This design comes from an exercise in tuning for small area, a short achievable clock period and few clock cycles on the open sky130 flow, not from production work. Where RTL was checked, it was by simulation tests only, not by an equivalence proof against the original. Power is estimated from default activity; no workload was simulated.

Setup of pepper:
Design top, start of the top module:
module top(
    input clk,              
    input rst,              
    input cyc,              
    input stb,              
    input we,               
    input [3:0] wb_sel,     
    input [31:0] adr,       
    input [31:0] dat_mosi,  
    output [31:0] dat_miso,  
    output reg ack,             
    output reg err              
);
reg [71:0] A, B;
reg [7:0] rdata;
reg [2:0] tgt_row, tgt_col;    
reg [4:0] tag;                 
reg fresh;                     
reg missed;                    
reg wv;                        
reg [4:0] wa;
reg [7:0] wd;
reg rst_q;
assign dat_miso = {24'b0, rdata};
wire req      = cyc & stb;
wire adr_hi0  = ~|adr[31:5];
wire [4:0] a5 = adr[4:0];
wire lo_ab    = a5 < 5'd18;
wire lo_c     = (a5 >= 5'd18) & (a5 < 5'd27);
wire in_ab    = adr_hi0 & lo_ab;
wire in_c     = adr_hi0 & lo_c;
wire wr       = req & we & wb_sel[0];
wire rd       = req & ~we;
wire wr_ab    = wr & in_ab;
wire rd_c     = rd & in_c;
reg [2:0] r_row, r_col;
always @(*) begin
    case (a5)
        5'd18: begin r_row = 3'b001; r_col = 3'b001; end
        5'd19: begin r_row = 3'b001; r_col = 3'b010; end
        5'd20: begin r_row = 3'b001; r_col = 3'b100; end
        5'd21: begin r_row = 3'b010; r_col = 3'b001; end
        5'd22: begin r_row = 3'b010; r_col = 3'b010; end
        5'd23: begin r_row = 3'b010; r_col = 3'b100; end
        5'd24: begin r_row = 3'b100; r_col = 3'b001; end
        5'd25: begin r_row = 3'b100; r_col = 3'b010; end
        default: begin r_row = 3'b100; r_col = 3'b100; end
    endcase
end
wire [2:0] nn_col = {r_col[0], r_col[2:1]};
wire [2:0] nn_row = r_col[0] ? r_row : {r_row[1:0], r_row[2]};
reg [4:0] tgt_adr;
always @(*) begin
    case ({tgt_row, tgt_col})
        6'b001_001: tgt_adr = 5'd18;
        6'b001_010: tgt_adr = 5'd19;
        6'b001_100: tgt_adr = 5'd20;
        6'b010_001: tgt_adr = 5'd21;
        6'b010_010: tgt_adr = 5'd22;
  ...
For scale: ~800 cells after synthesis, roughly 210 flip-flops.
export LEC_CHECK = 0
export CAP_MARGIN = 20
export CORE_MARGIN = 2
export CORE_UTILIZATION = 40
export SLEW_MARGIN = 20
create_clock -name core_clock -period 10.0 [get_ports {clk}]
standard.sh (not shown) runs the stock make flow with config.mk's settings and CLKGATE_MAP_FILE= SYNTH_SCRIPT=/design/flow/synth_recipe.tcl, a recipe that flattens the netlist after the stock synthesis.
==> flow/flow/run.sh <==
#!/bin/bash
bash standard.sh SETUP_SLACK_MARGIN=7.3 \
  "BUFFER_PORTS_ARGS=-buffer_cell sky130_fd_sc_hd__buf_1" \
  "CTS_ARGS=-sink_clustering_enable -repair_clock_nets -buf_list sky130_fd_sc_hd__clkbuf_16 -sink_clustering_size 30 -sink_clustering_max_diameter 150 -dont_use_dummy_load" \
  finish > standard.log 2>&1
Testbench counts of pepper, summed over its fixed seeds: cycles 8,640.
For violet, these inputs were changed with respect to pepper:
-- flow/flow/run.sh --
<<< pepper, line 1
#!/bin/bash
bash standard.sh SETUP_SLACK_MARGIN=7.3 \
  "BUFFER_PORTS_ARGS=-buffer_cell sky130_fd_sc_hd__buf_1" \
>>> violet, line 1
#!/bin/bash
bash standard.sh SETUP_SLACK_MARGIN=7 \
  "BUFFER_PORTS_ARGS=-buffer_cell sky130_fd_sc_hd__buf_1" \
## What came out
violet reached the final stage; the timing, DRC and antenna checks on its layout passed.
Met2 wire length: violet vs pepper down 1300 um
Non-clock buffer area fraction after layout: violet < pepper
Diff pepper -> violet: via count moved down; global-route usage over all layers moved down.
[compare] base=pepper new=violet: clock group power fell by about 1%, final period demand of the worst path fell by 8.6 ps, final cell count fell by about 5%.
Compared with pepper, violet shows a register-to-register slack that is 40 ps lower.

========
top, a different RTL version from the one above (not shown whole).
For scale: roughly 800 cells after synthesis, roughly 210 flip-flops, ~110 I/O pins, about 10000 um^2 of cells after synthesis.
// top
module top(
    input clk,              
    input rst,              
    input cyc,              
    input stb,              
    input we,               
    input [3:0] wb_sel,     
    input [31:0] adr,       
    input [31:0] dat_mosi,  
    output [31:0] dat_miso,  
    output reg ack,             
    output reg err              
);
Settings: LEC_CHECK=0, CAP_MARGIN=5, CORE_MARGIN=2, CORE_UTILIZATION=40, SLEW_MARGIN=5; clock period 10.0 ns.
==> flow/flow/run.sh <==
#!/bin/bash
bash standard.sh SETUP_SLACK_MARGIN=7 \
  "BUFFER_PORTS_ARGS=-buffer_cell sky130_fd_sc_hd__buf_1" \
  "CTS_ARGS=-sink_clustering_enable -repair_clock_nets -buf_list sky130_fd_sc_hd__clkbuf_16 -sink_clustering_size 30 -sink_clustering_max_diameter 150 -dont_use_dummy_load" \
  finish > standard.log 2>&1
The baseline went through all stages and came out clean.
==> next run, changes <==
--- a/flow/flow/run.sh
+++ b/flow/flow/run.sh
@@ -2 +2 @@
-bash standard.sh SETUP_SLACK_MARGIN=7 \
+bash standard.sh SETUP_SLACK_MARGIN=6.85 \
Settings changed: CAP_MARGIN 5 to 20, SLEW_MARGIN 5 to 20.
Flip-flop and latch count stays the same.
Sequential power stays flat.
Final area falls slightly.
Wire length drops by a few percent.
Critical path depth fell by 3.
Fmax fell by a few percent.
Total power decreases slightly.
Clock power stays flat.
Utilization is lower by 0.72 points.
==> next run, changes <==
==> flow/flow/run.sh (replaced) <==
#!/bin/bash
# The standard layout (standard synthesis unchanged): the floorplan's
# timing repair aims for the standard 5 ns of setup slack, the later repairs
# for 7 ns; the smallest buffer on the ports, and larger clock-tree sink
# clusters without dummy loads.
ARGS=("BUFFER_PORTS_ARGS=-buffer_cell sky130_fd_sc_hd__buf_1"
  "CTS_ARGS=-sink_clustering_enable -repair_clock_nets -buf_list sky130_fd_sc_hd__clkbuf_16 -sink_clustering_size 30 -sink_clustering_max_diameter 150 -dont_use_dummy_load")
bash standard.sh SETUP_SLACK_MARGIN=5 "${ARGS[@]}" floorplan > standard_floorplan.log 2>&1 &&
bash standard.sh SETUP_SLACK_MARGIN=7 "${ARGS[@]}" finish > standard.log 2>&1
Cell area rises by 3.0%.
Via count went up by about 3.5%.
Die area does not change.
Power rose by 3.3%.
Wire length rises by about 5%.
Worst setup slack improved by 90 ps.
Core utilization goes up by 1.3 points.
Global-route usage rose by 0.40 points.
Clock-buffer cell count does not change.
==> next run, changes <==
==> flow/flow/run.sh (replaced) <==
#!/bin/bash
bash standard.sh SETUP_SLACK_MARGIN=7 REMOVE_ABC_BUFFERS=1 \
  "BUFFER_PORTS_ARGS=-buffer_cell sky130_fd_sc_hd__buf_1" \
  "CTS_ARGS=-sink_clustering_enable -repair_clock_nets -buf_list sky130_fd_sc_hd__clkbuf_16 -sink_clustering_size 30 -sink_clustering_max_diameter 150 -dont_use_dummy_load" \
  finish > standard.log 2>&1
The new run went through all stages and came out clean.
Core utilization shrinks by 0.41 points.
Worst setup slack gains 11 ps.
Synthesized cell count stays the same.
Die area stays the same.
==> next run, changes <==
--- a/flow/flow/run.sh
+++ b/flow/flow/run.sh
@@ -2 +2 @@
-bash standard.sh SETUP_SLACK_MARGIN=7 REMOVE_ABC_BUFFERS=1 \
+bash standard.sh SETUP_SLACK_MARGIN=7 \
The changed run went through all stages and came out clean.
Via count came out lower slightly.
Synthesized cell count is unchanged.
Final area drops slightly.
Setup slack degrades by 60 ps.
Sequential share of layout area came out higher by 0.21 points.
Sequential power hardly moves.
==> next run, changes <==
Settings changed: ABC_AREA set to 1.
Design area increases by 4.5%.
Area after synthesis came out higher by about 8%.
Power rose by about 15%.
Wire length decreases by about 0.34%.
Sequential cell count stays the same.
Die area goes up by 8.1%.
Synthesized cell count is higher by 36%.
Non-clock buffer count is lower by 27.
Worst setup slack is better by 76 ps.
Register-to-register slack is better by 120 ps.
Clock-buffer cell count is unchanged.
No functional check of the RTL was part of any run of this note.

-- afterwards: timing with drivers on the ports --
In the flow no input, the clock included, has a driving cell. The finished layouts below were timed again as built, in two steps. Step 1, drivers: a clkbuf_16 drives clk and a buf_2 each remaining input, both assumed. Step 2 adds t to the input delays and takes it off the output delays; t is the mean of the earliest and latest rising clock arrival at the registers after step 1. Input paths then give back, and output paths get back, about the clock's delay inside the block. Three values: ideal, step 1, step 2; two values: the first two.
run	t (ns)	setup slack, ns	slew at the worst register clock pin (ns)
pepper	0.512	7.025 / 6.976 / 6.573	0.11 / 0.11
violet	0.507	7.033 / 6.985 / 6.593	0.11 / 0.11
the first run of note 2	0.506	7.003 / 6.992 / 6.486	0.12 / 0.12
the second run of note 2	0.503	6.936 / 6.936 / 6.490	0.12 / 0.12
the third run of note 2	0.513	7.027 / 7.007 / 6.502	0.12 / 0.12
the fourth run of note 2	0.502	7.038 / 7.016 / 6.519	0.12 / 0.12
the fifth run of note 2	0.510	6.978 / 6.989 / 6.480	0.12 / 0.12
the sixth run of note 2	0.506	7.054 / 7.009 / 6.600	0.12 / 0.12
After both steps every run listed still meets setup and hold. For the third run of note 2, which loses most, drivers alone change the setup slack by -0.020 ns; drivers and shift together by -0.525 ns.
